Source: an optimization exercise on an open RTL-to-GDS flow (aim: small area). Production flows keep margins and buffers that such runs may drop.
Function was checked by simulation only, so behaviour that the tests miss may differ from the original.
Power is estimated from default activity; no workload was simulated.

Design CPU, start of the top module:
module CPU (
    input         clk,
    input         reset,
    output [15:0] imem_addr,
    input  [15:0] imem_data,
    output [15:0] dmem_addr,
    output [15:0] dmem_wdata,
    output        dmem_we,
    output        dmem_re,
    input  [15:0] dmem_rdata,
    output        halt
);
    reg [3:0] ph;        
    reg [1:0] pn;        
    reg       init;      
    reg       halted;
    wire first = (ph == 4'd0);
    wire lastc = (ph == 4'd15);
    reg [15:0] g1, g2, g3, g4, g5, g6, g7;
    reg [15:0] ra, at, hi, lo;
    reg [15:0] pc;
    reg [15:0] w;
    reg [15:0] m;
    reg [3:0]  kreg;
    reg        rtop;
    reg        c, nz, cp;
    reg        sga, sgb, sa, sb, dly, rsg;
    wire [15:0] ins = imem_data;
    wire [3:0] op  = ins[15:12];
    wire [2:0] rsI = ins[11:9];
    wire [2:0] rtI = ins[8:6];
    wire [2:0] rdI = ins[5:3];
    wire [2:0] fn  = ins[2:0];
    wire isR     = (op == 4'd0) | (op == 4'd1);
    wire sgnop   = (op == 4'd1);
    wire isMD    = isR & (fn[2:1] == 2'b01);
    wire isMul   = isMD & ~fn[0];
    wire isDiv   = isMD & fn[0];
    wire isJR    = sgnop & (fn == 3'd7);
    wire isSlti  = (op == 4'd4);
  ...
Size: roughly 790 cells after synthesis, about 85 I/O pins.
export LEC_CHECK = 0
export ABC_AREA = 1
export CAP_MARGIN = 20
export CORE_MARGIN = 2
export CORE_UTILIZATION = 60
export SLEW_MARGIN = 20
create_clock -name core_clock -period 35.0 [get_ports {clk}]
standard.sh (not shown) runs the stock make flow with config.mk's settings and CLKGATE_MAP_FILE= SYNTH_SCRIPT=/design/flow/synth_recipe.tcl, a recipe that flattens the netlist after the stock synthesis.
==> flow/flow/run.sh <==
#!/bin/bash
# The standard layout (standard.sh), with three changes:
#  1. after the standard synthesis, the combinational logic between the
#     flip-flops is re-mapped by ABC for area (reabc.ys); the flip-flops keep
#     their instances, names and cell types;
#  2. port buffers use the smallest buffer;
#  3. CTS uses small clock buffers in clusters of at most 8 sinks, without
#     dummy loads.
set -euo pipefail
export BUFFER_PORTS_ARGS="-buffer_cell sky130_fd_sc_hd__buf_1"
export CTS_ARGS="-sink_clustering_enable -repair_clock_nets -buf_list sky130_fd_sc_hd__clkbuf_4 -dont_use_dummy_load -sink_clustering_size 8 -sink_clustering_max_diameter 60"
W=$PWD
R=$W/orfs/results/$FLOW_PLATFORM/CPU/base
bash standard.sh $R/1_2_yosys.v > synth.log 2>&1
mkdir -p $W/reabc
cp $R/1_2_yosys.v $W/reabc/1_2_yosys_std.v
cp $W/flow/reabc.ys $W/flow/reabc.abc $W/reabc/
cp $FLOW_HOME/platforms/$FLOW_PLATFORM/lib/sky130_fd_sc_hd__tt_025C_1v80.lib $W/reabc/
(cd $W/reabc && $FLOW_HOME/../tools/install/yosys/bin/yosys -s reabc.ys > $W/reabc.log 2>&1)
cp $W/reabc/1_2_yosys.v $R/1_2_yosys.v
rm -f $W/reabc/sky130_fd_sc_hd__tt_025C_1v80.lib
bash standard.sh > standard.log 2>&1
Other scripts of this flow, unchanged in this note and not shown: flow/flow/reabc.abc, flow/flow/reabc.ys
Edit:
--- a/flow/design.v
+++ b/flow/design.v
@@ -19,19 +19,19 @@
     wire lastc = (ph == 4'd15);
     reg [15:0] g1, g2, g3, g4, g5, g6, g7;
     reg [15:0] ra, at, hi, lo;
     reg [15:0] pc;
     reg [15:0] w;
     reg [15:0] m;
     reg [3:0]  kreg;
     reg        rtop;
     reg        c, nz, cp;
-    reg        sga, sgb, sa, sb, dly, rsg;
+    reg        sga, sgb, sa, sb, dly, rsg, fdel;
     wire [15:0] ins = imem_data;
     wire [3:0] op  = ins[15:12];
     wire [2:0] rsI = ins[11:9];
     wire [2:0] rtI = ins[8:6];
     wire [2:0] rdI = ins[5:3];
     wire [2:0] fn  = ins[2:0];
     wire isR     = (op == 4'd0) | (op == 4'd1);
     wire sgnop   = (op == 4'd1);
     wire isMD    = isR & (fn[2:1] == 2'b01);
@@ -67,20 +67,19 @@
             3'd4: sel8 = b4;
             3'd5: sel8 = b5;
             3'd6: sel8 = b6;
             3'd7: sel8 = b7;
             default: sel8 = 1'b0;
         endcase
     endfunction
     wire a   = sel8(rsI, g1[0], g2[0], g3[0], g4[0], g5[0], g6[0], g7[0]);
     wire b   = sel8(rtI, g1[0], g2[0], g3[0], g4[0], g5[0], g6[0], g7[0]);
-    wire [3:0] q    = (isBr | isJ) ? ph - 4'd1 : ph;
-    wire [3:0] fidx = (~isJ & (q > 4'd5)) ? 4'd5 : q;
+    wire [3:0] fidx = (~isJ & (ph > 4'd5)) ? 4'd5 : ph;
     wire       fbit = ins[fidx];
     wire useImm = isAddi | isSlti | isLH | isSH;
     wire b2     = useImm ? fbit : isBgtz ? 1'b0 : b;
     wire sub    = (isR & (fn == 3'd1)) | isCmp | isBneq;
     wire b2x    = b2 ^ sub;
     wire cin    = first ? sub : c;
     wire sum    = a ^ b2x ^ cin;
     wire cout   = (a & b2x) | (a & cin) | (b2x & cin);
     wire nzall  = nz | sum;
@@ -96,25 +95,27 @@
     end
     reg fval;
     always @(*) begin
         if (isBneq)                 fval = nzall;
         else if (isBgtz)            fval = ~a & nzall;
         else if (isSlti | fn == 3'd4) fval = (a != b2) ? a : sum;
         else if (fn == 3'd5)        fval = ~nzall;
         else                        fval = ~cout;
     end
-    wire pcb     = pc[ph];
+    wire [15:0] selbus = dmem_re ? dmem_rdata : pc;
+    wire        selbit = selbus[ph];
+    wire pcb     = selbit;
     wire cinp    = (ph == 4'd1) ? 1'b1 : (first ? 1'b0 : cp);
-    wire offb    = isBr & nz & ~first & fbit;
+    wire offb    = isBr & nz & ~first & fdel;
     wire npc_sum = pcb ^ offb ^ cinp;
     wire npc_cy  = (pcb & offb) | (pcb & cinp) | (offb & cinp);
     wire npc_out = isJR ? a :
-                   (isJ & (ph <= 4'd12)) ? (~first & fbit) : npc_sum;
+                   (isJ & (ph <= 4'd12)) ? (~first & fdel) : npc_sum;
     wire npcpass = (isBr | isSH) ? pass1 : pass0;
     wire w_in = init ? 1'b0 :
                 npcpass ? npc_out :
                 (isSH & pass0) ? b : w[0];
     wire lastpass = (pn == lastpn);
     wire pc_load  = lastc & (init | (lastpass & ~isHalt));
     wire [3:0] cmp_in = (pass2 & ~fn[0]) ? ~ph : ph;
     wire       lt     = cmp_in < kreg;
     wire       rot    = pass1 & (lt ^ fn[0]);
@@ -157,19 +158,19 @@
         case (fn)
             3'd1:    sp_str = npc_sum;
             3'd2:    sp_str = ra[0];
             3'd3:    sp_str = at[0];
             3'd4:    sp_str = hi[0];
             3'd5:    sp_str = lo[0];
             default: sp_str = 1'b0;
         endcase
     end
-    wire rbit = dmem_rdata[ph];
+    wire rbit = selbit;
     wire wb = isALU   ? alu_res :
               isAddi  ? sum :
               isCmp   ? (first & nz) :
               isShift ? sh_res :
               isLH    ? rbit :
               isMF    ? sp_str : 1'b0;
     wire wpass = ((isALU | isAddi | isMF) & pass0) |
                  ((isCmp | isLH) & pass1) |
                  ((isMul | isShift) & pass2) | (isDiv & pass3);
@@ -231,18 +232,19 @@
         if (m_en) m <= {m_in, m[15:1]};
         if (pass0 & (ph < 4'd4)) kreg <= {a, kreg[3:1]};
         c <= divp3 ? rcy : cout;
         if (pass0) begin
             if (isDiv)      nz <= (~first & nz) | b;
             else if (lastc) nz <= fval;
             else            nz <= (~first & nz) | sum;
         end
         cp <= npc_cy;
+        fdel <= fbit;
         if (divp0 & lastc) begin
             sga <= sgnop & a;
             sgb <= sgnop & b;
         end
         if (divp1) begin
             sa  <= sa_e | lo[0];
             sb  <= sb_e | m[0];
             dly <= da;
         end else if (divp3) begin
Effect: The changed run went through all stages and came out clean; critical path depth came out higher by 2; routed wire length falls by about 8%; worst hold slack improved by 0.011 ns; worst setup slack is worse by 0.45 ns; synthesized area stays flat; flip-flop and latch count rises by 1; global-route usage is lower by 2.2 points; total power shrinks by 0.35%; clock power is about the same; synthesized cell count went down by 1.9%; count of clock-buffer cells in the layout is unchanged; via count is lower by about 2.3%; final area is about the same; utilization hardly moves.

-- port drivers added, routing unchanged --
The results above use ideal ports. As a check the final layouts listed here were re-extracted and re-timed, cells and wires unchanged.
Step 1 sets driving cells, clkbuf_16 on the clock port and buf_2 on the other inputs (assumed; they add their load-dependent delay and slew).
Step 2 also shifts input and output timing later by t, the mid clock arrival at the registers, as if the neighbouring blocks saw the same clock.
Slacks: ideal / step 1 / step 2; pairs: ideal / step 1.
| run | t (ns) | setup WS [ns] | worst register clock-pin slew, ns | worst slew at a driven data input, ns | cell pins on the clock port's net |
|---|---|---|---|---|---|
| the first run | 0.620 | 19.334 / 19.310 / 19.310 | 0.10 / 0.10 | 0.04 | 1 |
| the second run | 0.617 | 18.886 / 18.865 / 18.865 | 0.11 / 0.11 | 0.06 | 1 |
After both steps every run listed still meets setup and hold. For the first run, which loses most, drivers alone change the setup slack by -0.024 ns; drivers and shift together by -0.024 ns.
